What follows belongs to an exercise in optimizing a design on an open flow for small area; a production flow would make more cautious choices.
No functional check of the RTL was part of this run.

[design/flow/design.v]
module add #( 
    parameter BIT_WIDTH = 12,
    parameter BIAS_WIDTH = 12,
    parameter ACC_WIDTH = 17  
)(
    input clk,
    input rst_n,
    input in_enable,
    input new_bias,
    input signed [BIT_WIDTH-1:0] x_in,
    input signed [BIAS_WIDTH-1:0] bias_in,
    output signed [BIT_WIDTH-1:0] y_out_relu
);
reg signed [ACC_WIDTH-1:0] acc;
wire signed [BIT_WIDTH-1:0] y_out;
always @(posedge clk or negedge rst_n) begin
    if (!rst_n) begin
        acc <= 'b0;
    end
    else if (in_enable == 1'b1) begin
        if (new_bias == 1) begin
            acc <= x_in + bias_in;
        end
        else begin
            acc <= x_in + acc;
        end
    end
end
assign y_out = (|acc[ACC_WIDTH-1:BIT_WIDTH-1] == 1) ? 12'h7FF : acc[BIT_WIDTH-1:0];
assign y_out_relu = (acc[ACC_WIDTH-1]==0)? y_out : 0 ;  
endmodule
module conv #( 
    parameter IN_WIDTH = 12,
    parameter WEIGHT_WIDTH = 12,
    parameter MAC_WIDTH = 26,  
    parameter OUT_WIDTH = 12,
    parameter FRA_WIDTH = 8,  
    parameter N = 5  
)(
    input clk,
    input rst_n,
    input [N*IN_WIDTH-1:0] x_in,
    input [N*WEIGHT_WIDTH-1:0] h_in,
    output signed [OUT_WIDTH-1:0] y_out
);
wire signed [IN_WIDTH-1:0] x_w [0:N-1];
wire signed [WEIGHT_WIDTH-1:0] h_w [0:N-1];
wire signed [(IN_WIDTH + WEIGHT_WIDTH)-1:0] mul_line [0:N-1];
wire signed [MAC_WIDTH-1:0] sum_line [0:N-1];
genvar l;
generate
    for (l = 0; l < N; l = l + 1) begin : mul
        assign x_w[l] = x_in[l*IN_WIDTH+:IN_WIDTH];
        assign h_w[l] = h_in[(N-l-1)*WEIGHT_WIDTH+:WEIGHT_WIDTH];
        assign mul_line[l] = x_w[l] * h_w[l];
    end
endgenerate
assign sum_line[0] = mul_line[0];
genvar k;
generate
    for (k = 1; k < N; k = k + 1) begin : sum
        assign sum_line[k] = sum_line[k-1] + mul_line[k];
    end
endgenerate
assign y_out = sum_line[N-1][FRA_WIDTH+:OUT_WIDTH] + sum_line[N-1][FRA_WIDTH-1];  
endmodule
module cnn_fifo #( 
    parameter IN_WIDTH = 12,
    parameter N = 5  
)(
    input clk,
    input rst_n,
    input [IN_WIDTH-1:0] x_in,
    input  in_enable,
    output [IN_WIDTH*N-1:0] x_out
);
reg [IN_WIDTH-1:0] fifo_cell [0:N-1];
genvar i;
generate 
    for (i = 1; i < N; i = i + 1) begin : fifo
        always @(posedge clk or negedge rst_n) begin
            if (!rst_n) begin
                fifo_cell[i] <= 'b0;
            end
            else if (in_enable == 1) begin
                fifo_cell[i] <= fifo_cell[i-1];
            end
        end
    end
endgenerate
always @(posedge clk or negedge rst_n) begin
    if (!rst_n) begin
        fifo_cell[0] <= 'b0;
    end
    else if (in_enable == 1) begin
        fifo_cell[0] <= x_in;
    end
end
genvar j;
generate 
    for (j=0; j<N; j=j+1) begin : output_assign
        assign x_out[j*IN_WIDTH +: IN_WIDTH] = fifo_cell[j];
    end
endgenerate
endmodule
module maxpool #(     
    parameter BIT_WIDTH = 12,
    parameter N = 3,  
    parameter POOL_INIT = 0  
)(
    input clk,
    input rst_n,
    input in_enable,
    output out_enable,
    input [BIT_WIDTH-1:0] data_in,
    output [BIT_WIDTH-1:0] data_out
);
localparam RESET_VAL = {(BIT_WIDTH){1'b0}};
reg [1:0] pool_cyc_cnt;
wire pool_last_cyc;
wire [BIT_WIDTH-1:0] current_max;
reg [BIT_WIDTH-1:0] current_max_reg;
wire [BIT_WIDTH-1:0] next_max;
reg in_enable_reg;
always @(posedge clk or negedge rst_n) begin
    if (!rst_n) begin
        pool_cyc_cnt <= POOL_INIT;
    end
    else if(in_enable == 1) begin
        if (pool_last_cyc) begin
            pool_cyc_cnt <= 'b0;
        end
        else begin
            pool_cyc_cnt <= pool_cyc_cnt + 1'b1;
        end
    end
end
always @(posedge clk or negedge rst_n) begin
    if (!rst_n) begin
        current_max_reg <= 'b0;
    end
    else if(in_enable == 1) begin
        current_max_reg <= next_max;
    end
end
always @(posedge clk or negedge rst_n) begin
    if (!rst_n) begin
        in_enable_reg <= 1'b0;
    end
    else begin
        if(in_enable == 1) begin
            in_enable_reg <= 1'b1;
        end
        else begin
            in_enable_reg <= 1'b0;
        end
    end
end
assign current_max = pool_last_cyc ? RESET_VAL : current_max_reg ;
assign next_max = (data_in > current_max) ? data_in : current_max;
assign pool_last_cyc = ((pool_cyc_cnt + 1'b1) >= N);
assign out_enable = pool_last_cyc;  
assign data_out = current_max_reg;
endmodule
module dwt_cell #( 
    parameter IN_WIDTH = 12,
    parameter COEFF_WIDTH = 12,
    parameter MAC_WIDTH = 26,     
    parameter OUT_WIDTH = 12,
    parameter FRA_WIDTH = 8,   
    parameter N = 4,   
    parameter [COEFF_WIDTH*N -1 :0] H_IN = {12'h7C,12'hD6,12'h39,12'hFDF},
    parameter DWT_INIT = 1'b0   
)(
    input clk,
    input rst_n,
    input in_enable,
    output out_enable,
    input signed [IN_WIDTH-1:0] x_in,
    output signed [OUT_WIDTH-1:0] y_out
);
reg dwt_cyc_cnt;
reg dwt_cyc_cnt_dly1;
wire out_enable_w;
wire signed [COEFF_WIDTH-1:0] h_wire [0:N-1];
reg signed [OUT_WIDTH-1:0] y_out_reg;
reg  signed [IN_WIDTH-1:0] tap_line [0:N-1];
wire signed [(IN_WIDTH + COEFF_WIDTH)-1:0] mul_line [0:N-1];
wire signed [MAC_WIDTH-1:0] sum_line [0:N-1];
always @(posedge clk or negedge rst_n) begin
    if (!rst_n) begin
        dwt_cyc_cnt <= DWT_INIT;
    end
    else if(in_enable == 1) begin
        dwt_cyc_cnt <= dwt_cyc_cnt + 1'b1;
    end
end
always @(posedge clk or negedge rst_n) begin
    if (!rst_n) begin
        dwt_cyc_cnt_dly1 <= 1'b0;
    end
    else begin
        dwt_cyc_cnt_dly1 <= dwt_cyc_cnt;
    end
end
always @(*) begin
    tap_line[0] <= x_in;
end
genvar j;
generate
    for (j = 1; j < N; j = j + 1) begin : tap
        always @(posedge clk or negedge rst_n) begin
            if (!rst_n) begin
                tap_line[j] <= 'b0;
            end
            else if (in_enable == 1) begin
                tap_line[j] <= tap_line[j-1];
            end
        end
    end
endgenerate
always @(posedge clk or negedge rst_n) begin
    if (!rst_n) begin
        y_out_reg <= 'b0;
    end
    else if (dwt_cyc_cnt == 1 && in_enable == 1) begin
        y_out_reg <= sum_line[N-1][FRA_WIDTH+:OUT_WIDTH] + sum_line[N-1][FRA_WIDTH -1];
    end
end
genvar i;
generate
    for (i = 0; i < N; i = i + 1) begin : assign_h
        assign h_wire[i] = H_IN[i*COEFF_WIDTH +: COEFF_WIDTH];
    end
endgenerate
genvar l;
generate
    for (l = 0; l < N; l = l + 1) begin : mul
        assign mul_line[l] = tap_line[l] * h_wire[N-l-1];
    end
endgenerate
assign sum_line[0] = mul_line[0];
genvar k;
generate
    for (k = 1; k < N; k = k + 1) begin : sum
        assign sum_line[k] = sum_line[k-1] + mul_line[k];
    end
endgenerate
assign out_enable_w = (dwt_cyc_cnt_dly1 == 1 & dwt_cyc_cnt == 0) ? 1'b1 : 1'b0;
assign out_enable = out_enable_w;
assign y_out = y_out_reg;
endmodule
module dwt_nstage #( 
    parameter IN_WIDTH = 12,
    parameter OUT_WIDTH = 12,
    parameter COEFF_WIDTH = 12,
    parameter FRA_WIDTH = 8,  
    parameter MAC_WIDTH = 26,  
    parameter DEPTH = 4,
    parameter [DEPTH-1:0] DWT_INIT = {1'b0,1'b1,1'b0,1'b0}
)(
    input clk,
    input rst_n,
    input in_enable,
    output out_enable,
    input signed [IN_WIDTH-1:0] x_in,
    output [OUT_WIDTH-1:0] dwt_a_out,
    output [OUT_WIDTH-1:0] dwt_d_out
);
localparam N_DWT = 4;
parameter [COEFF_WIDTH*N_DWT -1 :0] H_IN_LP  = {12'hfdf, 12'h039, 12'h0d6, 12'h07c};
parameter [COEFF_WIDTH*N_DWT -1 :0] H_IN_HP  = {12'hf84, 12'h0d6, 12'hfc7, 12'hfdf};
wire cell_enable [0:DEPTH];
wire signed [OUT_WIDTH-1:0] cell_out [0:DEPTH];
wire signed [OUT_WIDTH-1:0] cell_hp_out; 
genvar i;
generate
    for (i=0;i<DEPTH;i=i+1) begin : LP_cells
        dwt_cell #(
            .IN_WIDTH(IN_WIDTH), 
            .COEFF_WIDTH(COEFF_WIDTH), 
            .MAC_WIDTH(MAC_WIDTH), 
            .OUT_WIDTH(OUT_WIDTH), 
            .FRA_WIDTH(FRA_WIDTH), 
            .H_IN(H_IN_LP),
            .N(N_DWT),
            .DWT_INIT(DWT_INIT[i])
        ) dwt_cell_inst (
            .clk(clk),
            .rst_n(rst_n),
            .in_enable(cell_enable[i]),
            .out_enable(cell_enable[i+1]),
            .x_in(cell_out[i]), 
            .y_out(cell_out[i+1])
        ); 
    end
endgenerate
dwt_cell #(
    .IN_WIDTH(IN_WIDTH), 
    .COEFF_WIDTH(COEFF_WIDTH), 
    .MAC_WIDTH(MAC_WIDTH), 
    .OUT_WIDTH(OUT_WIDTH), 
    .FRA_WIDTH(FRA_WIDTH), 
    .H_IN(H_IN_HP),
    .N(N_DWT),
    .DWT_INIT(DWT_INIT[DEPTH-1])
) dwt_cell_hp_inst (
    .clk(clk), 
    .rst_n(rst_n),
    .in_enable(cell_enable[DEPTH-1]),
    .out_enable(),
    .x_in(cell_out[DEPTH-1]),
    .y_out(cell_hp_out)
); 
assign cell_enable[0] = in_enable;
assign cell_out[0] = x_in;
assign out_enable = cell_enable[DEPTH];
assign dwt_a_out = cell_out[DEPTH];
assign dwt_d_out = cell_hp_out;
endmodule
module param_mem #(
    parameter WIDTH = 60,
    parameter DEPTH = 66,
    parameter ADR_WIDTH = 13
)(
    input clk,
    input cen,
    input rdwen,
    input [ADR_WIDTH-1:0] a,
    input [WIDTH-1:0] d,
    input [WIDTH-1:0] bw,
    output reg [WIDTH-1:0] q
);
reg [WIDTH-1:0] mem [0:DEPTH-1];
always @(posedge clk) begin
    if (!cen) begin
        if (!rdwen) begin
            if (a < DEPTH)
                mem[a] <= (mem[a] & ~bw) | (d & bw);
        end
        else begin
            if (a < DEPTH)
                q <= mem[a];
            else
                q <= {WIDTH{1'b0}};
        end
    end
end
endmodule
module nn_param_ram #(
    parameter WIDTH = 12,
    parameter MEM_ADR_MAX_WIDTH = 13,
    parameter N = 5  
)(
    input clk,
    input rst_n,
    input [2:0] main_fsm_state,
    input mem_ram_dest_i,
    input [MEM_ADR_MAX_WIDTH-1:0] mem_ram_adr_i,
    input [5-1:0] mem_ram_adr_offset_i,
    input [WIDTH-1:0] mem_ram_data_i,
    input [9:0] ch_in_i,
    input [9:0] ch_out_i,
    output [N*WIDTH-1:0] weight_o,
    output [WIDTH-1:0] bias_o
);
localparam MAIN_FSM_STA_IDLE = 3'b000;
localparam MAIN_FSM_STA_CONV1 = 3'b001;
localparam MAIN_FSM_STA_CONV2 = 3'b010;
localparam MAIN_FSM_STA_CONV3 = 3'b011;
localparam MAIN_FSM_STA_CONV4 = 3'b100;
localparam MAIN_FSM_STA_FC = 3'b101;
localparam MAIN_FSM_STA_MEMWR = 3'b110;
localparam MAIN_FSM_STA_CL = 3'b111;
localparam FSM_STATE_WIDTH = 6;
localparam integer BLOCK_CHN_0 = 2;   
localparam integer BLOCK_CHN_1 = 4;   
localparam integer BLOCK_CHN_2 = 4;   
localparam integer BLOCK_CHN_3 = 4;   
localparam integer BLOCK_CHN_4 = 5;   
localparam integer BLOCK_CHN_5 = 2;   
localparam CONV_K = 5;
localparam FC_K = 3;
localparam COEFF_FRA_WIDTH = 8;
localparam integer WEIGHT_OFFSET_0 = 0;
localparam integer WEIGHT_OFFSET_1 = 8;
localparam integer WEIGHT_OFFSET_2 = 24;
localparam integer WEIGHT_OFFSET_3 = 40;
localparam integer WEIGHT_OFFSET_4 = 60;
localparam integer WEIGHT_OFFSET_5 = 66;
localparam integer BIAS_OFFSET_0 = 0;
localparam integer BIAS_OFFSET_1 = 4;
localparam integer BIAS_OFFSET_2 = 8;
localparam integer BIAS_OFFSET_3 = 12;
localparam integer BIAS_OFFSET_4 = 17;
localparam integer BIAS_OFFSET_5 = 19;
localparam integer N_WEIGHTS = WEIGHT_OFFSET_5;
localparam integer N_BIAS = BIAS_OFFSET_5;
wire mem_cen_b;
wire [13-1:0] weight_ram_inst_a;
wire [60-1:0] weight_ram_inst_q;
wire [8-1:0] bias_ram_inst_a;
wire [16-1:0] bias_ram_inst_q;
reg [13-1:0] weight_a_offset;
reg [13-1:0] weight_a_chout_mul;
reg [8-1:0] bias_a_offset;
wire weight_ram_inst_wren;
wire bias_ram_inst_wren;
wire [60-1:0] ram_inst_bw;
wire [60-1:0] ram_inst_d;
wire ram_inst_deepsleep;
wire ram_inst_powergate;
wire mem_wr;
param_mem #(
    .WIDTH(60),
    .DEPTH(N_WEIGHTS),
    .ADR_WIDTH(13)
) weight_ram_inst (
    .clk(clk),
    .cen(mem_cen_b),
    .rdwen(weight_ram_inst_wren),
    .a(weight_ram_inst_a),
    .d(ram_inst_d),
    .bw(ram_inst_bw),
    .q(weight_ram_inst_q)
);
param_mem #(
    .WIDTH(16),
    .DEPTH(N_BIAS),
    .ADR_WIDTH(8)
) bias_ram_inst (
    .clk(clk),
    .cen(mem_cen_b),
    .rdwen(bias_ram_inst_wren),
    .a(bias_ram_inst_a),
    .d(ram_inst_d[16-1:0]),
    .bw(ram_inst_bw[16-1:0]),
    .q(bias_ram_inst_q)
);
always @(*) begin
    case(main_fsm_state)
        MAIN_FSM_STA_CONV1 : begin
            weight_a_offset <= WEIGHT_OFFSET_0;
            bias_a_offset <= BIAS_OFFSET_0;
            weight_a_chout_mul <= BLOCK_CHN_0;
        end
        MAIN_FSM_STA_CONV2 : begin
            weight_a_offset <= WEIGHT_OFFSET_1;
            bias_a_offset <= BIAS_OFFSET_1;
            weight_a_chout_mul <= BLOCK_CHN_1;
        end
        MAIN_FSM_STA_CONV3 : begin
            weight_a_offset <= WEIGHT_OFFSET_2;
            bias_a_offset <= BIAS_OFFSET_2;
            weight_a_chout_mul <= BLOCK_CHN_2;
        end
        MAIN_FSM_STA_CONV4 : begin
            weight_a_offset <= WEIGHT_OFFSET_3;
            bias_a_offset <= BIAS_OFFSET_3;
            weight_a_chout_mul <= BLOCK_CHN_3;
        end
        MAIN_FSM_STA_FC : begin
            weight_a_offset <= WEIGHT_OFFSET_4;
            bias_a_offset <= BIAS_OFFSET_4;
            weight_a_chout_mul <= FC_K*BLOCK_CHN_4/N;
        end
        default begin
            weight_a_offset <= 12'd0;
            bias_a_offset <= 7'd0;
            weight_a_chout_mul <= 12'd0;
        end
    endcase
end
assign ram_inst_bw = {{(60-WIDTH){1'b0}},{(WIDTH){1'b1}}} << WIDTH*mem_ram_adr_offset_i;
assign ram_inst_d = {{(60-WIDTH){1'b0}},{mem_ram_data_i}} << WIDTH*mem_ram_adr_offset_i;
assign ram_inst_deepsleep = 1'b0;
assign ram_inst_powergate = 1'b0;
assign mem_wr = (main_fsm_state != MAIN_FSM_STA_MEMWR);  
assign mem_cen_b = (main_fsm_state == MAIN_FSM_STA_IDLE) & mem_wr;
assign weight_ram_inst_wren = mem_ram_dest_i ? mem_wr : 1'b1;
assign bias_ram_inst_wren = (~mem_ram_dest_i) ? mem_wr : 1'b1;
assign weight_ram_inst_a = (mem_wr == 0) ? mem_ram_adr_i : (ch_out_i*weight_a_chout_mul + ch_in_i + weight_a_offset);
assign bias_ram_inst_a = (mem_wr == 0) ? mem_ram_adr_i : (ch_out_i + bias_a_offset);
assign weight_o = (!mem_cen_b) ? weight_ram_inst_q : {(N*WIDTH){1'b0}};
assign bias_o = (!mem_cen_b) ? bias_ram_inst_q[12-1:0] : {(WIDTH){1'b0}};
endmodule
module cnn_top #(
    parameter IN_WIDTH = 12,
    parameter OUT_WIDTH = 12,
    parameter COEFF_WIDTH = 12,
    parameter FRA_WIDTH = 8,  
    parameter N = 5,  
    parameter MAC_WIDTH = 26,  
    parameter MAC_WIDTH_FC = 23,
    parameter ACC_WIDTH = 20,  
    parameter MEM_ADR_MAX_WIDTH = 13,
    parameter Nb_MAC = 1  
)(
    input clk,
    input rst_n,
    input mode_i,  
    input mem_ram_dest_i,  
    input [MEM_ADR_MAX_WIDTH-1:0] mem_ram_adr_i,
    input [5-1:0] mem_ram_adr_offset_i,
    input mem_ram_data_en_i,
    input [IN_WIDTH-1:0] mem_ram_data_i,
    input ecg_ready_i,
    output ecg_predict_en_o,
    input signed [IN_WIDTH-1:0] ecg_data_i,
    output [1:0] ecg_predict_label_o,
    output [2*OUT_WIDTH-1:0] ecg_predict_score_o
);
localparam MAIN_FSM_STA_IDLE = 3'b000;
localparam MAIN_FSM_STA_CONV1 = 3'b001;
localparam MAIN_FSM_STA_CONV2 = 3'b010;
localparam MAIN_FSM_STA_CONV3 = 3'b011;
localparam MAIN_FSM_STA_CONV4 = 3'b100;
localparam MAIN_FSM_STA_FC = 3'b101;
localparam MAIN_FSM_STA_MEMWR = 3'b110;
localparam MAIN_FSM_STA_CL = 3'b111;
localparam FSM_STATE_WIDTH = 6;
localparam integer BLOCK_CHN_0 = 2;   
localparam integer BLOCK_CHN_1 = 4;   
localparam integer BLOCK_CHN_2 = 4;   
localparam integer BLOCK_CHN_3 = 4;   
localparam integer BLOCK_CHN_4 = 5;   
localparam integer BLOCK_CHN_5 = 2;   
localparam CONV_K = 5;
localparam FC_K = 3;
localparam COEFF_FRA_WIDTH = 8;
localparam integer WEIGHT_OFFSET_0 = 0;
localparam integer WEIGHT_OFFSET_1 = 8;
localparam integer WEIGHT_OFFSET_2 = 24;
localparam integer WEIGHT_OFFSET_3 = 40;
localparam integer WEIGHT_OFFSET_4 = 60;
localparam integer WEIGHT_OFFSET_5 = 66;
localparam integer BIAS_OFFSET_0 = 0;
localparam integer BIAS_OFFSET_1 = 4;
localparam integer BIAS_OFFSET_2 = 8;
localparam integer BIAS_OFFSET_3 = 12;
localparam integer BIAS_OFFSET_4 = 17;
localparam integer BIAS_OFFSET_5 = 19;
localparam integer N_WEIGHTS = WEIGHT_OFFSET_5;
localparam integer N_BIAS = BIAS_OFFSET_5;
localparam CYC_FC = 14; 
localparam CYC_CL = 5; 
reg [2:0] main_fsm_state;
reg [2:0] main_fsm_next_state;
wire conv_state;
wire fc_state;
wire active_state;
wire conv_next_state;
wire fc_next_state;
wire active_next_state;
wire conv_ch_in_cnt_en;
reg [9:0] conv_ch_in_cnt;
reg [9:0] conv_ch_in_cnt_dly1;
reg [10:0] conv_ch_in_cnt_max;
wire conv_ch_out_cnt_en;
reg [9:0] conv_ch_out_cnt;
reg [10:0] conv_ch_out_cnt_max;
wire conv_start;
wire conv_ch_in_first_cyc;
wire conv_ch_in_last_cyc;
reg conv_ch_in_last_cyc_dly1, conv_ch_in_last_cyc_dly2;
wire conv_ch_out_last_cyc;
wire conv_cnt_done;
wire conv_fc_done;
wire add_en_w;
reg add_en;
wire add_new_bias;
reg [9:0] pool_in_cnt;
reg pool_en;
wire pool_done;
reg pool_done_reg;
wire pool_last_cyc;
wire pool_cnt_en;
reg pool_cnt_valid;
wire [4:1] next_conv_en;
wire next_fc_en;
wire dwt_nstage_inst_in_enable;
wire signed [OUT_WIDTH-1:0] dwt_nstage_inst_a_out;
wire signed [OUT_WIDTH-1:0] dwt_nstage_inst_d_out;
wire [N*IN_WIDTH-1:0] conv1_in [0:BLOCK_CHN_0-1];
wire [N*IN_WIDTH-1:0] conv2_in [0:BLOCK_CHN_1-1];
wire [N*IN_WIDTH-1:0] conv3_in [0:BLOCK_CHN_2-1];
wire [N*IN_WIDTH-1:0] conv4_in [0:BLOCK_CHN_3-1];
wire [FC_K*IN_WIDTH-1:0] fc_in [0:BLOCK_CHN_4-1];
wire [IN_WIDTH-1:0] fc_in_vec [0:FC_K*BLOCK_CHN_4-1];
wire [N*IN_WIDTH-1:0] fc_data_sel_in [0:CYC_FC-1];
wire pred_en [0:BLOCK_CHN_5-1];
reg [OUT_WIDTH-1:0] pred [0:BLOCK_CHN_5-1];
reg [0:BLOCK_CHN_5-1] out_en_reg;
wire [N*IN_WIDTH-1:0] nn_param_mem_inst_weight_data;
wire [IN_WIDTH-1:0] nn_param_mem_inst_bias_data;
wire [OUT_WIDTH-1:0] conv_inst_result_out [0:Nb_MAC-1];
reg [N*IN_WIDTH-1:0] pe_array_conv_data_in [0:Nb_MAC-1];
wire [N*COEFF_WIDTH-1:0] pe_array_conv_weight_in [0:Nb_MAC-1];
wire [COEFF_WIDTH-1:0] pe_array_conv_bias_in [0:Nb_MAC-1];
wire [OUT_WIDTH-1:0] pe_array_accum_out [0:Nb_MAC-1];
reg [N*IN_WIDTH-1:0] conv1_to_pe [0:Nb_MAC-1];
reg [N*IN_WIDTH-1:0] conv2_to_pe [0:Nb_MAC-1];
reg [N*IN_WIDTH-1:0] conv3_to_pe [0:Nb_MAC-1];
reg [N*IN_WIDTH-1:0] conv4_to_pe [0:Nb_MAC-1];
reg [N*IN_WIDTH-1:0] fc_to_pe [0:Nb_MAC-1];
wire [BLOCK_CHN_1-1:0] pool1_en;
wire [BLOCK_CHN_2-1:0] pool2_en;
wire [BLOCK_CHN_3-1:0] pool3_en;
wire [BLOCK_CHN_4-1:0] pool4_en;
wire [BLOCK_CHN_1-1:0] pool1_out_en;
wire [BLOCK_CHN_2-1:0] pool2_out_en;
wire [BLOCK_CHN_3-1:0] pool3_out_en;
wire [BLOCK_CHN_4-1:0] pool4_out_en;
reg [OUT_WIDTH-1:0] pe_to_pool1 [0:BLOCK_CHN_1-1];
reg [OUT_WIDTH-1:0] pe_to_pool2 [0:BLOCK_CHN_2-1];
reg [OUT_WIDTH-1:0] pe_to_pool3 [0:BLOCK_CHN_3-1];
reg [OUT_WIDTH-1:0] pe_to_pool4 [0:BLOCK_CHN_4-1];
reg [OUT_WIDTH-1:0] pe_to_pred [0:BLOCK_CHN_5-1];
wire [OUT_WIDTH-1:0] pool1_to_conv2_fifo [0:BLOCK_CHN_1-1];
wire [OUT_WIDTH-1:0] pool2_to_conv3_fifo [0:BLOCK_CHN_2-1];
wire [OUT_WIDTH-1:0] pool3_to_conv4_fifo [0:BLOCK_CHN_3-1];
wire [OUT_WIDTH-1:0] pool4_to_fc_fifo [0:BLOCK_CHN_4-1];
dwt_nstage #(
    .IN_WIDTH(IN_WIDTH),
    .COEFF_WIDTH(COEFF_WIDTH),
    .OUT_WIDTH(OUT_WIDTH),
    .FRA_WIDTH(FRA_WIDTH),
    .MAC_WIDTH(MAC_WIDTH),
    .DEPTH(4),
    .DWT_INIT({1'b0,1'b0,1'b1,1'b0})
) dwt_nstage_inst (
    .clk(clk),
    .rst_n(rst_n),
    .in_enable(dwt_nstage_inst_in_enable),
    .out_enable(next_conv_en[1]),
    .x_in(ecg_data_i),
    .dwt_a_out(dwt_nstage_inst_a_out),
    .dwt_d_out(dwt_nstage_inst_d_out)
);
cnn_fifo #(
    .IN_WIDTH(IN_WIDTH),
    .N(N)
) CONV1_fifo_A (
    .clk(clk),
    .rst_n(rst_n),
    .x_in(dwt_nstage_inst_a_out),
    .in_enable(next_conv_en[1]),
    .x_out(conv1_in[0])
);
cnn_fifo #(
    .IN_WIDTH(IN_WIDTH),
    .N(N)
) CONV1_fifo_D (
    .clk(clk),
    .rst_n(rst_n),
    .x_in(dwt_nstage_inst_d_out),
    .in_enable(next_conv_en[1]),
    .x_out(conv1_in[1])
);
genvar i,j;
generate
    for (i=0; i<BLOCK_CHN_1; i = i+1) begin : P1_FIFO
        maxpool #(
            .BIT_WIDTH(IN_WIDTH),
            .N(3),
            .POOL_INIT(2)
        ) pool_inst (
            .clk(clk),
            .rst_n(rst_n),
            .in_enable(pool1_en[i]),
            .out_enable(pool1_out_en[i]),
            .data_in(pe_to_pool1[i]),
            .data_out(pool1_to_conv2_fifo[i])
        );
    end
endgenerate
generate
    for (i=0; i<BLOCK_CHN_1; i = i+1) begin : CONV2_input_fifo
        cnn_fifo #(
            .IN_WIDTH(IN_WIDTH),
            .N(N)
        ) fifo_inst (
            .clk(clk),
            .rst_n(rst_n),
            .x_in(pool1_to_conv2_fifo[i]),
            .in_enable(next_conv_en[2]),
            .x_out(conv2_in[i])
        );
    end
endgenerate
generate
    for (i=0; i<BLOCK_CHN_2; i = i+1) begin : P2_FIFO
        maxpool #(
            .BIT_WIDTH(IN_WIDTH),
            .N(3),
            .POOL_INIT(2)
        ) pool_inst (
            .clk(clk),
            .rst_n(rst_n),
            .in_enable(pool2_en[i]),
            .out_enable(pool2_out_en[i]),
            .data_in(pe_to_pool2[i]),
            .data_out(pool2_to_conv3_fifo[i])
        );
    end
endgenerate
generate
    for (i=0; i<BLOCK_CHN_2; i = i+1) begin : CONV3_input_fifo
        cnn_fifo #(
            .IN_WIDTH(IN_WIDTH),
            .N(N)
        ) fifo_inst (
            .clk(clk),
            .rst_n(rst_n),
            .x_in(pool2_to_conv3_fifo[i]),
            .in_enable(next_conv_en[3]),
            .x_out(conv3_in[i])
        );
    end
endgenerate
generate
    for (i=0; i<BLOCK_CHN_3; i = i+1) begin : P3_FIFO
        maxpool #(
            .BIT_WIDTH(IN_WIDTH),
            .N(3),
            .POOL_INIT(2)
        ) pool_inst (
            .clk(clk),
            .rst_n(rst_n),
            .in_enable(pool3_en[i]),
            .out_enable(pool3_out_en[i]),
            .data_in(pe_to_pool3[i]),
            .data_out(pool3_to_conv4_fifo[i])
        );
    end
endgenerate
generate
    for (i=0; i<BLOCK_CHN_3; i = i+1) begin : CONV4_input_fifo
        cnn_fifo #(
            .IN_WIDTH(IN_WIDTH),
            .N(N)
        ) fifo_inst (
            .clk(clk),
            .rst_n(rst_n),
            .x_in(pool3_to_conv4_fifo[i]),
            .in_enable(next_conv_en[4]),
            .x_out(conv4_in[i])
        );
    end
endgenerate
generate
    for (i=0; i<BLOCK_CHN_4; i = i+1) begin : P4_FIFO
        maxpool #(
            .BIT_WIDTH(IN_WIDTH),
            .N(3),
            .POOL_INIT(2)
        ) pool_inst (
            .clk(clk),
            .rst_n(rst_n),
            .in_enable(pool4_en[i]),
            .out_enable(pool4_out_en[i]),
            .data_in(pe_to_pool4[i]),
            .data_out(pool4_to_fc_fifo[i])
        );
    end
endgenerate
generate
    for (i=0; i<BLOCK_CHN_4; i = i+1) begin : FC_input_fifo
        cnn_fifo #(
            .IN_WIDTH(IN_WIDTH),
            .N(FC_K)
        ) fc_fifo (
            .clk(clk),
            .rst_n(rst_n),
            .x_in(pool4_to_fc_fifo[i]),
            .in_enable(next_fc_en),
            .x_out(fc_in[i])
        );
    end
endgenerate
nn_param_ram #(
    .WIDTH(12),
    .MEM_ADR_MAX_WIDTH(13),
    .N(5)  
) nn_param_ram_inst (
    .clk(clk),
    .rst_n(rst_n),
    .main_fsm_state(main_fsm_state),
    .mem_ram_dest_i(mem_ram_dest_i),
    .mem_ram_adr_i(mem_ram_adr_i),
    .mem_ram_adr_offset_i(mem_ram_adr_offset_i),
    .mem_ram_data_i(mem_ram_data_i),
    .ch_in_i(conv_ch_in_cnt),
    .ch_out_i(conv_ch_out_cnt),
    .weight_o(nn_param_mem_inst_weight_data),
    .bias_o(nn_param_mem_inst_bias_data)
);
generate
    for (i=0; i<Nb_MAC; i=i+1) begin : PE_ARRAY
        conv #(
            .IN_WIDTH(IN_WIDTH),
            .WEIGHT_WIDTH(COEFF_WIDTH),
            .MAC_WIDTH(MAC_WIDTH),
            .OUT_WIDTH(OUT_WIDTH),
            .FRA_WIDTH(FRA_WIDTH),
            .N(N)
        ) conv_inst (
            .clk(clk),
            .rst_n(rst_n),
            .x_in(pe_array_conv_data_in[i]),
            .h_in(pe_array_conv_weight_in[i]),
            .y_out(conv_inst_result_out[i])
        );
        add #(
            .BIT_WIDTH(IN_WIDTH),
            .BIAS_WIDTH(IN_WIDTH),
            .ACC_WIDTH(ACC_WIDTH)
        ) add_inst (
            .clk(clk),
            .rst_n(rst_n),
            .in_enable(add_en),
            .new_bias(add_new_bias),
            .x_in(conv_inst_result_out[i]),
            .bias_in(pe_array_conv_bias_in[i]),
            .y_out_relu(pe_array_accum_out[i])
        );
    end
endgenerate
always @(posedge clk or negedge rst_n) begin
    if (!rst_n)
        main_fsm_state <= MAIN_FSM_STA_IDLE;
    else
        main_fsm_state <= main_fsm_next_state;
end
always @(*) begin
    case(main_fsm_state)
        MAIN_FSM_STA_IDLE : begin
            if ((mem_ram_data_en_i & mode_i) == 1)
                main_fsm_next_state = MAIN_FSM_STA_MEMWR;
            else if (next_conv_en[1] == 1)
                main_fsm_next_state = MAIN_FSM_STA_CONV1;
            else
                main_fsm_next_state = main_fsm_state;
        end
        MAIN_FSM_STA_CONV1 : begin
            if (pool_done_reg == 1)
                if (next_conv_en[2] == 1)
                    main_fsm_next_state = MAIN_FSM_STA_CONV2;
                else
                    main_fsm_next_state = MAIN_FSM_STA_IDLE;
            else
                main_fsm_next_state = main_fsm_state;
        end
        MAIN_FSM_STA_CONV2 : begin
            if (pool_done_reg == 1)
                if (next_conv_en[3] == 1)
                    main_fsm_next_state = MAIN_FSM_STA_CONV3;
                else
                    main_fsm_next_state = MAIN_FSM_STA_IDLE;
            else
                main_fsm_next_state = main_fsm_state;
        end
        MAIN_FSM_STA_CONV3 : begin
            if (pool_done_reg == 1)
                if (next_conv_en[4] == 1)
                    main_fsm_next_state = MAIN_FSM_STA_CONV4;
                else
                    main_fsm_next_state = MAIN_FSM_STA_IDLE;
            else
                main_fsm_next_state = main_fsm_state;
        end
        MAIN_FSM_STA_CONV4 : begin
            if (pool_done_reg == 1)
                if (next_fc_en == 1)
                    main_fsm_next_state = MAIN_FSM_STA_FC;
                else
                    main_fsm_next_state = MAIN_FSM_STA_IDLE;
            else
                main_fsm_next_state = main_fsm_state;
        end
        MAIN_FSM_STA_FC : begin
            if (conv_fc_done == 1)
                main_fsm_next_state = MAIN_FSM_STA_IDLE;
            else
                main_fsm_next_state = main_fsm_state;
        end
        MAIN_FSM_STA_MEMWR : begin
            main_fsm_next_state = MAIN_FSM_STA_IDLE;
        end
        default begin
            main_fsm_next_state = MAIN_FSM_STA_IDLE;
        end
    endcase
end
always @(posedge clk or negedge rst_n) begin
    if (!rst_n) begin
        conv_ch_in_cnt <= 10'd0;
    end
    else if (conv_ch_in_cnt_en == 1) begin
        if (conv_ch_in_last_cyc) begin
            conv_ch_in_cnt <= 10'd0;
        end
        else begin
            conv_ch_in_cnt <= conv_ch_in_cnt + 10'd1;
        end
    end
end
always @(posedge clk or negedge rst_n) begin
    if (!rst_n) begin
        conv_ch_out_cnt <= 10'd0;
    end
    else if (conv_ch_out_cnt_en == 1) begin
        if (conv_ch_out_last_cyc) begin
            conv_ch_out_cnt <= 10'd0;
        end
        else begin
            conv_ch_out_cnt <= conv_ch_out_cnt + Nb_MAC;
        end
    end
end
always @(posedge clk or negedge rst_n) begin
    if (!rst_n) begin
        conv_ch_in_cnt_dly1 <= 10'd0;
    end
    else begin
        if (conv_start & conv_cnt_done) begin
            conv_ch_in_cnt_dly1 <= 10'd0;
        end
        else begin
            conv_ch_in_cnt_dly1 <= conv_ch_in_cnt;
        end
    end
end
always @(posedge clk or negedge rst_n) begin
    if (!rst_n) begin
        conv_ch_in_last_cyc_dly1 <= 1'b0;
    end
    else begin
        conv_ch_in_last_cyc_dly1 <= conv_ch_in_last_cyc;
    end
end
always @(posedge clk or negedge rst_n) begin
    if (!rst_n) begin
        conv_ch_in_last_cyc_dly2 <= 1'b0;
    end
    else begin
        conv_ch_in_last_cyc_dly2 <= conv_ch_in_last_cyc_dly1;
    end
end
always @(posedge clk or negedge rst_n) begin
    if (!rst_n) begin
        pool_cnt_valid <= 1'b0;
    end
    else begin
        if ((conv_ch_in_last_cyc_dly1 == 0) & (conv_ch_in_last_cyc_dly2 == 1)) begin
            pool_cnt_valid <= 1'b1;
        end
        else if (pool_last_cyc) begin
            pool_cnt_valid <= 1'b0;
        end
        else begin
            pool_cnt_valid <= pool_cnt_valid;
        end
    end
end
always @(posedge clk or negedge rst_n) begin
    if (!rst_n) begin
        pool_en <= 1'b0;
    end
    else begin
        pool_en <= (conv_ch_in_last_cyc_dly1 == 1) & (conv_ch_in_last_cyc_dly2 == 0);
    end
end
always @(posedge clk or negedge rst_n) begin
    if (!rst_n) begin
        conv_ch_in_cnt_max <= 11'd0;
        conv_ch_out_cnt_max <= 11'd0;
    end
    else begin
        case(main_fsm_next_state)
            MAIN_FSM_STA_CONV1 : begin
                conv_ch_in_cnt_max <= BLOCK_CHN_0-1;
                conv_ch_out_cnt_max <= BLOCK_CHN_1-1;
            end
            MAIN_FSM_STA_CONV2 : begin
                conv_ch_in_cnt_max <= BLOCK_CHN_1-1;
                conv_ch_out_cnt_max <= BLOCK_CHN_2-1;
            end
            MAIN_FSM_STA_CONV3 : begin
                conv_ch_in_cnt_max <= BLOCK_CHN_2-1;
                conv_ch_out_cnt_max <= BLOCK_CHN_3-1;
            end
            MAIN_FSM_STA_CONV4 : begin
                conv_ch_in_cnt_max <= BLOCK_CHN_3-1;
                conv_ch_out_cnt_max <= BLOCK_CHN_4-1;
            end
            MAIN_FSM_STA_FC : begin
                conv_ch_in_cnt_max <= 14; 
                conv_ch_out_cnt_max <= BLOCK_CHN_5-1;
            end
            default begin
                conv_ch_in_cnt_max <= 11'd0;
                conv_ch_out_cnt_max <= 11'd0;
            end
        endcase
    end
end
always @(posedge clk or negedge rst_n) begin
    if (!rst_n) begin
        add_en <= 1'b0;
    end
    else begin
        add_en <= add_en_w;
    end
end
always @(posedge clk or negedge rst_n) begin
    if (!rst_n) begin
        pool_in_cnt <= 10'd0;
    end
    else if (pool_cnt_en == 1) begin
        if (pool_last_cyc | conv_start) begin
            pool_in_cnt <= 10'd0;
        end
        else begin
            pool_in_cnt <= pool_in_cnt + Nb_MAC;
        end
    end
end
always @(posedge clk or negedge rst_n) begin
    if (!rst_n) begin
        pool_done_reg <= 1'b0;
    end
    else begin
        pool_done_reg <= pool_done;
    end
end
generate
    for (i=0; i<BLOCK_CHN_5; i = i+1) begin : pred_data_reg
        always @(posedge clk or negedge rst_n) begin
            if (!rst_n) begin
                pred[i] <= {(OUT_WIDTH){1'b0}};
            end
            else if (pred_en[i]) begin
                pred[i] <= pe_to_pred[i];
            end
        end
    end
endgenerate
generate
    for (i=0; i<BLOCK_CHN_5; i = i+1) begin : out_enable_reg
        always @(posedge clk or negedge rst_n) begin
            if (!rst_n) begin
                out_en_reg[i] <= 1'b0;
            end
            else begin
                if (active_state) begin
                    if (pred_en[i]) begin
                        out_en_reg[i] <= 1'b1;
                    end
                    else begin
                        out_en_reg[i] <= out_en_reg[i];
                    end
                end
                else begin
                    out_en_reg[i] <= 1'b0;
                end
            end
        end
    end
endgenerate
generate
    for (i=0; i<Nb_MAC; i = i+1) begin : conv_data_in_mux
        always @(*) begin
            case(main_fsm_state)
                MAIN_FSM_STA_CONV1 : begin
                    if (i >= BLOCK_CHN_1) begin
                        pe_array_conv_data_in[i] = {(N*IN_WIDTH){1'b0}};
                    end
                    else begin
                        pe_array_conv_data_in[i] = conv1_to_pe[i];
                    end
                end
                MAIN_FSM_STA_CONV2 : begin
                    if (i >= BLOCK_CHN_2) begin
                        pe_array_conv_data_in[i] = {(N*IN_WIDTH){1'b0}};
                    end
                    else begin
                        pe_array_conv_data_in[i] = conv2_to_pe[i];
                    end
                end
                MAIN_FSM_STA_CONV3 : begin
                    if (i >= BLOCK_CHN_3) begin
                        pe_array_conv_data_in[i] = {(N*IN_WIDTH){1'b0}};
                    end
                    else begin
                        pe_array_conv_data_in[i] = conv3_to_pe[i];
                    end
                end
                MAIN_FSM_STA_CONV4 : begin
                    if (i >= BLOCK_CHN_4) begin
                        pe_array_conv_data_in[i] = {(N*IN_WIDTH){1'b0}};
                    end
                    else begin
                        pe_array_conv_data_in[i] = conv4_to_pe[i];
                    end
                end
                MAIN_FSM_STA_FC : begin
                    pe_array_conv_data_in[i] = fc_to_pe[i];
                end
                default begin
                    pe_array_conv_data_in[i] = {(N*IN_WIDTH){1'b0}};
                end
            endcase
        end
    end
endgenerate
generate
    for (i=0; i<Nb_MAC; i = i+1) begin : fifo_data_out_mux
        always @(*) begin
            conv1_to_pe[i] = conv1_in[conv_ch_in_cnt_dly1];
            conv2_to_pe[i] = conv2_in[conv_ch_in_cnt_dly1];
            conv3_to_pe[i] = conv3_in[conv_ch_in_cnt_dly1];
            conv4_to_pe[i] = conv4_in[conv_ch_in_cnt_dly1];
            fc_to_pe[i] = {fc_data_sel_in[4],fc_data_sel_in[3],fc_data_sel_in[2],fc_data_sel_in[1],fc_data_sel_in[0]};  
        end
    end
endgenerate
generate
    for (i=0; i<BLOCK_CHN_1; i = i+1) begin : pool1_data_in_mux
        always @(*) begin
            if (i >= pool_in_cnt && i < pool_in_cnt+Nb_MAC) begin
                pe_to_pool1[i] = pe_array_accum_out[i-pool_in_cnt];
            end
            else begin
                pe_to_pool1[i] = {(IN_WIDTH){1'b0}};
            end
        end
    end
endgenerate
generate
    for (i=0; i<BLOCK_CHN_2; i = i+1) begin : pool2_data_in_mux
        always @(*) begin
            if (i >= pool_in_cnt && i < pool_in_cnt+Nb_MAC) begin
                pe_to_pool2[i] = pe_array_accum_out[i-pool_in_cnt];
            end
            else begin
                pe_to_pool2[i] = {(IN_WIDTH){1'b0}};
            end
        end
    end
endgenerate
generate
    for (i=0; i<BLOCK_CHN_3; i = i+1) begin : pool3_data_in_mux
        always @(*) begin
            if (i >= pool_in_cnt && i < pool_in_cnt+Nb_MAC) begin
                pe_to_pool3[i] = pe_array_accum_out[i-pool_in_cnt];
            end
            else begin
                pe_to_pool3[i] = {(IN_WIDTH){1'b0}};
            end
        end
    end
endgenerate
generate
    for (i=0; i<BLOCK_CHN_4; i = i+1) begin : pool4_data_in_mux
        always @(*) begin
            if (i >= pool_in_cnt && i < pool_in_cnt+Nb_MAC) begin
                pe_to_pool4[i] = pe_array_accum_out[i-pool_in_cnt];
            end
            else begin
                pe_to_pool4[i] = {(IN_WIDTH){1'b0}};
            end
        end
    end
endgenerate
generate
    for (i=0; i<BLOCK_CHN_5; i = i+1) begin : pred_data_in_mux
        always @(*) begin
            if (i >= pool_in_cnt && i < pool_in_cnt+Nb_MAC) begin
                pe_to_pred[i] = pe_array_accum_out[i-pool_in_cnt];
            end
            else begin
                pe_to_pred[i] = {(IN_WIDTH){1'b0}};
            end
        end
    end
endgenerate
assign dwt_nstage_inst_in_enable = ecg_ready_i & ~mode_i;
assign pe_array_conv_weight_in[0] = nn_param_mem_inst_weight_data;
assign pe_array_conv_bias_in[0] = nn_param_mem_inst_bias_data;
generate
    for (i=0; i<BLOCK_CHN_1; i = i+1) begin : pool1_en_mux
        assign pool1_en[i] = (i >= pool_in_cnt && i < pool_in_cnt+Nb_MAC) ? pool_en & (main_fsm_state == MAIN_FSM_STA_CONV1) : 1'b0;
    end
endgenerate
generate
    for (i=0; i<BLOCK_CHN_2; i = i+1) begin : pool2_en_mux
        assign pool2_en[i] = (i >= pool_in_cnt && i < pool_in_cnt+Nb_MAC) ? pool_en & (main_fsm_state == MAIN_FSM_STA_CONV2) : 1'b0;
    end
endgenerate
generate
    for (i=0; i<BLOCK_CHN_3; i = i+1) begin : pool3_en_mux
        assign pool3_en[i] = (i >= pool_in_cnt && i < pool_in_cnt+Nb_MAC) ? pool_en & (main_fsm_state == MAIN_FSM_STA_CONV3) : 1'b0;
    end
endgenerate
generate
    for (i=0; i<BLOCK_CHN_4; i = i+1) begin : pool4_en_mux
        assign pool4_en[i] = (i >= pool_in_cnt && i < pool_in_cnt+Nb_MAC) ? pool_en & (main_fsm_state == MAIN_FSM_STA_CONV4) : 1'b0;
    end
endgenerate
generate
    for (i=0; i<BLOCK_CHN_4; i = i+1) begin : fc_in_vectorized
        for (j=0; j<FC_K; j = j+1) begin : fc_in_vectorized
            assign fc_in_vec[i*FC_K+(FC_K-1-j)] = fc_in[i][j*(IN_WIDTH)+:IN_WIDTH];
        end
    end
endgenerate
generate
    for (i=0; i<N; i = i+1) begin : fc_data_vec_sel_in
        assign fc_data_sel_in[i] = (conv_ch_in_cnt_dly1*N+i > conv_ch_in_cnt_max) ? {(IN_WIDTH){1'b0}} : fc_in_vec[conv_ch_in_cnt_dly1*N+i];
    end
endgenerate
assign conv_state = (main_fsm_state == MAIN_FSM_STA_CONV1) | (main_fsm_state == MAIN_FSM_STA_CONV2) | (main_fsm_state == MAIN_FSM_STA_CONV3) | (main_fsm_state == MAIN_FSM_STA_CONV4);
assign fc_state = (main_fsm_state == MAIN_FSM_STA_FC);
assign active_state = conv_state | fc_state;
assign conv_next_state = (main_fsm_next_state == MAIN_FSM_STA_CONV1) | (main_fsm_next_state == MAIN_FSM_STA_CONV2) | (main_fsm_next_state == MAIN_FSM_STA_CONV3) | (main_fsm_next_state == MAIN_FSM_STA_CONV4);
assign fc_next_state = (main_fsm_next_state == MAIN_FSM_STA_FC);
assign active_next_state = conv_next_state | fc_next_state;
assign conv_start = (main_fsm_state != main_fsm_next_state) & active_next_state;
assign conv_ch_in_cnt_en = conv_start | (active_state & ~conv_cnt_done);  
assign conv_ch_out_cnt_en = conv_start | (active_state & conv_ch_in_last_cyc & ~conv_ch_out_last_cyc);  
assign conv_ch_in_first_cyc = (conv_ch_in_cnt == 0);
assign conv_ch_in_last_cyc = (conv_state) ? (conv_ch_in_cnt >= conv_ch_in_cnt_max) : ((conv_ch_in_cnt * N) > conv_ch_in_cnt_max);  
assign conv_ch_out_last_cyc = ((conv_ch_out_cnt + Nb_MAC) > conv_ch_out_cnt_max);
assign conv_cnt_done = conv_ch_in_last_cyc & conv_ch_out_last_cyc;
assign pool_last_cyc = ((pool_in_cnt + Nb_MAC) > conv_ch_out_cnt_max);
assign pool_cnt_en = (pool_en & ~pool_last_cyc) | conv_start;
assign pool_done = conv_ch_in_last_cyc & pool_last_cyc & pool_en;
assign add_en_w = (active_state & ((~(conv_ch_in_last_cyc_dly1 & conv_ch_out_last_cyc)) | pool_cnt_valid ));  
assign add_new_bias = ((conv_ch_in_cnt_dly1 == 0) & active_state);  
generate
    for (i=0; i<BLOCK_CHN_5; i = i+1) begin : pred_en_ctrl
        assign pred_en[i] = (fc_state & conv_ch_in_last_cyc & (conv_ch_out_cnt == i));  
    end
endgenerate
assign next_conv_en[2] = &pool1_out_en & pool_done_reg & (main_fsm_state == MAIN_FSM_STA_CONV1);
assign next_conv_en[3] = &pool2_out_en & pool_done_reg & (main_fsm_state == MAIN_FSM_STA_CONV2);
assign next_conv_en[4] = &pool3_out_en & pool_done_reg & (main_fsm_state == MAIN_FSM_STA_CONV3);
assign next_fc_en = &pool4_out_en & pool_done_reg & (main_fsm_state == MAIN_FSM_STA_CONV4);
assign conv_fc_done = &out_en_reg & (main_fsm_state == MAIN_FSM_STA_FC);
assign ecg_predict_en_o = conv_fc_done;
assign ecg_predict_label_o[0] = (pred[0] > pred[1]) ; 
assign ecg_predict_label_o[1] = (pred[1] > pred[0]) ; 
assign ecg_predict_score_o = {pred[1], pred[0]};
endmodule
[design/flow/run.sh]
#!/bin/bash
# synth_recipe.tcl (not shown) runs the flow's synth.tcl, then flattens the netlist and writes it again
# the make line also repeats each setting of config.mk as NAME=value (left out here)
make -C /OpenROAD-flow-scripts/flow DESIGN_CONFIG=/design/flow/config.mk WORK_HOME=/design/flow/orfs CLKGATE_MAP_FILE= SYNTH_SCRIPT=/design/flow/synth_recipe.tcl finish
[design/flow/config.mk]
export PLATFORM = sky130hd
export DESIGN_NAME = cnn_top
export DESIGN_NICKNAME = cnn_top
export VERILOG_FILES = /design/flow/design.v
export SDC_FILE = /design/flow/constraint.sdc
export NUM_CORES = 4
export LEC_CHECK = 0
export CAP_MARGIN = 40
export CORE_MARGIN = 2
export CORE_UTILIZATION = 30
export PLACE_DENSITY = 0.5
export SLEW_MARGIN = 40
[design/flow/constraint.sdc]
create_clock -name core_clock -period 20.0 [get_ports {clk}]
set_input_delay 4.0000 -clock core_clock [delete_from_list [all_inputs] [get_ports {clk}]]
set_output_delay 4.0000 -clock core_clock [all_outputs]
set_load 0.01 [all_outputs]
==> flow_summary.toml <==
[logic_synthesis]
synth_top_area_share_pct = 42.9
synth_cells = 22200
synth_fa_ha_area_share_pct = 16.2
avgSynthCellArea_um2 = 13.4
synthTopCellsByCount = "4260 x edfxtp_1, 2372 x inv_1, 1781 x nand2_1"
synth-edff-count = 4260
synth_top_family_by_area = "adder cells"
yosys.area_share.simple_pct = 6.30
synth_top_flop_cell = "edfxtp_1"
synth-seq-area-share_pct = 56.1
synthMuxAreaShare_pct = 6.45
yosysWarningCount = 42
yosys.area.top_type = "edfxtp_1"
ys_top_cells_by_area = "edfxtp_1 43%, dfrtp_1 13%, fa_1 11%"
synth_xor_area_share_pct = 1.50
synth.distinct_cells = 91
yosysMostFrequentCell = "edfxtp_1"
async_reset_ff_share_pct = 27.0
netlist_area_um2 = 298000
synth_compound_area_share_pct = 9.14
ys_ff_latch = 5832

[outcome]
status = "no timing/DRC/antenna violations"

[layout]
drive_gt1_share_pct = 14.1
syn2layout_area_growth_pct = 14.2
regMostFlops = "nn_param_ram_inst.weight_ram_inst.mem"
layout.nets = 25500
largest_register_ffs = 3960

[floorplanning]
start_util_pct = 30.1
placementRows = 366
die_h_mm = 1.00
die_w_mm = 1.00
fp.dieArea_um2 = 1000000
core_um2 = 992000
pin_count = 75

[clock_network]
clockRootBuffer = "clkbuf_16"
cts_sinks = 5832
clk_latency_ns = 1.16
cts_resized = 0
cts_tree = "built"
clockBufferDepth = 5
path_clk_slew_ns = 0.07
cts.hold.buffers_added = 0
numCtsBuffers = 663
post_cts.repair.setup_buffers = 0
cts_htree_levels = 6

[setup_path]
reg2reg_from = "conv_ch_in_cnt_dly1[1]"
path_class = "reg -> reg"
worstReg2RegEnd = "PE_ARRAY[0].add_inst.acc[19]"
critPathMaxFanout = 44
cp_slowest_cell = "dfrtp_4"
arrival_ns = 16.75
worst_setup_path_end_kind = "flip-flop"
cp_slowest_stage_delay_ns = 0.84
rr_worst_depth = 53
start_kind = "flip-flop"
crit_top_cell = "ha_1"
r2r_slack_ns = 4.23
cp.required_ns = 20.98

[detailed_routing]
drc_errors = 0
drtIter0Drc = 20400
routed_via_density = 5.27
wl_per_cell_um = 28.8
routed-via-count = 192000
postRouteAntennaNets = 0
first_pass_iters = 8
wl_mm = 1050

[global_routing]
gr-total-overflow = 0
grt_pass1_wl_mm = 1480
grt_max_degree = 168
first_global_vias = 192000
grt_usage_pct = 20.4
antenna_found_initial = 68

[timing]
fin_tns_setup_ns = 0
worstMarginPinSlew_ns = 1.04
grt_setup_unrepaired = "no"
hold_viol = 0
whs_ns = 0.378
finalCriticalPeriod_ns = 15.77
period_share_pct = 78.9
slew_headroom_pct = 30.4
fmax_mhz = 63.4
setup_viol = 0
finalClockSkew_ns = 0.163
drv_slew = 0

[flow_run]
maxCapViolations = 0

[placement]
portBuffers = 74
dpl.hpwl_mm = 670
gp_congestion = 0.854

[min_path]
hold_path.startpoint = "conv_ch_in_last_cyc_dly1"
hold-path-endpoint = "conv_ch_in_last_cyc_dly2"
hold_path.class = "reg -> reg"
holdPathStages = 0
[cells in the final DEF (no fill, tap or decap), types with 83 or more instances in the layout]
cell type and n:
o21ai_0 501, xnor2_1 375, xor2_1 126, and2_1 151
mux4_2 208, nor2b_1 162, nand3_1 184, a21o_1 108
a21oi_1 851, nand2_1 1763, mux2i_1 160, mux2_2 1120
nand2b_1 295, clkbuf_16 674, edfxtp_1 4260, a31oi_1 176
nand4_1 325, nor2_1 638, ha_1 1303, clkinv_2 83
nor2_4 83, a22o_1 285, inv_1 2371, dfrtp_1 1551
clkinv_1 97, fa_1 1595, a22oi_1 1056, nor3_1 143
clkbuf_1 161, buf_4 479, a211oi_1 95, a221oi_1 344
[critical path, delay by kind of cell, from the launching register on]
kind,cells,cell delay [ns]
AND/OR/NAND/NOR,15,3.55
adder cells (fa/ha/maj),16,6.76
buffers and inverters,5,0.40
XOR/XNOR,2,0.47
multiplexers,1,0.20
flip-flops,1,0.84
AO/OA/AOI/OAI,14,3.40
[worst max path at each step]
stage	from	endpoint	slack, ns	depth (start not counted)
final	conv_ch_in_cnt_dly1[1]	PE_ARRAY[0].add_inst.acc[19]	4.23	53
after global routing	conv_ch_in_cnt_dly1[0]	PE_ARRAY[0].add_inst.acc[19]	3.16	52
after global placement	conv_ch_in_cnt_dly1[1]	PE_ARRAY[0].add_inst.acc[19]	3.62	52
after floorplan	conv_ch_in_cnt_dly1[0]	PE_ARRAY[0].add_inst.acc[19]	6.08	59
after detailed placement	conv_ch_in_cnt_dly1[0]	PE_ARRAY[0].add_inst.acc[19]	4.12	52
after CTS	conv_ch_in_cnt_dly1[0]	PE_ARRAY[0].add_inst.acc[19]	4.02	52
[final cells by class]
class / instances / area (um^2)
clock buffers: 878 / 18100
flip-flops and latches: 5832 / 167000
inverters: 2372 / 8900
repair buffers: 724 / 7300
multi-input cells: 13000 / 120000
well taps: 13200 / 16600
clock inverters: 253 / 2250
diodes: 73 / 183
fillers: 96600 / 652000
[layer usage]
| metal | track usage [%] | share of wire [%] | routed length (um) |
|---|---|---|---|
| met1 | 27.3 | 41 | 431000 |
| met5 | 0 | 0.023 | 237 |
| met3 | 3.98 | 8.1 | 84300 |
| met2 | 32.8 | 46 | 486000 |
| met4 | 7.72 | 4.2 | 44000 |
[per-stage QoR]
stage	area, um^2	cells	setup slack (ns)	util, %
2_1_floorplan	298000	22200	6.08	-
3_3_place_gp	318000	35100	3.62	32.1
3_5_place_dp	320000	35100	4.12	32.2
4_1_cts	340000	36300	4.02	34.3
5_1_grt	341000	36300	3.16	34.3
6_report	341000	36400	4.23	34.3
[logic make-up after synthesis]
group	after synthesis
muxes	1521
and+or+nand+nor	4056
adders and majority gates	2902
AOI/OAI and AO/OA	3978
xor gates and xnor gates	507
buffers and inverters	3422
DFF	5832
other	1

[port drivers added, routing unchanged]
The results above use ideal ports. As a check the final layout listed here was re-extracted and re-timed, cells and wires unchanged. Step 1 (the two cells are an assumption about what drives the block):
set clk [get_ports {clk}]
set_driving_cell -lib_cell sky130_fd_sc_hd__clkbuf_16 $clk
set_driving_cell -lib_cell sky130_fd_sc_hd__buf_2 [delete_from_list [all_inputs] $clk]
Step 2 also shifts input and output timing later by t, the mid clock arrival at the registers, as if the neighbouring blocks saw the same clock. Slacks: ideal ports / drivers / drivers and shift; pairs: ideal ports / drivers.
shift t [ns]: 1.217
setup WS [ns]: 4.228 / 4.228 / 4.228
hold slack, ns: 0.378 / 0.378 / 0.378
worst slew at a driven data input, ns: 0.61
After both steps this run still meets setup and hold. For this run, drivers alone change the setup slack by 0.000 ns; drivers and shift together by 0.000 ns.
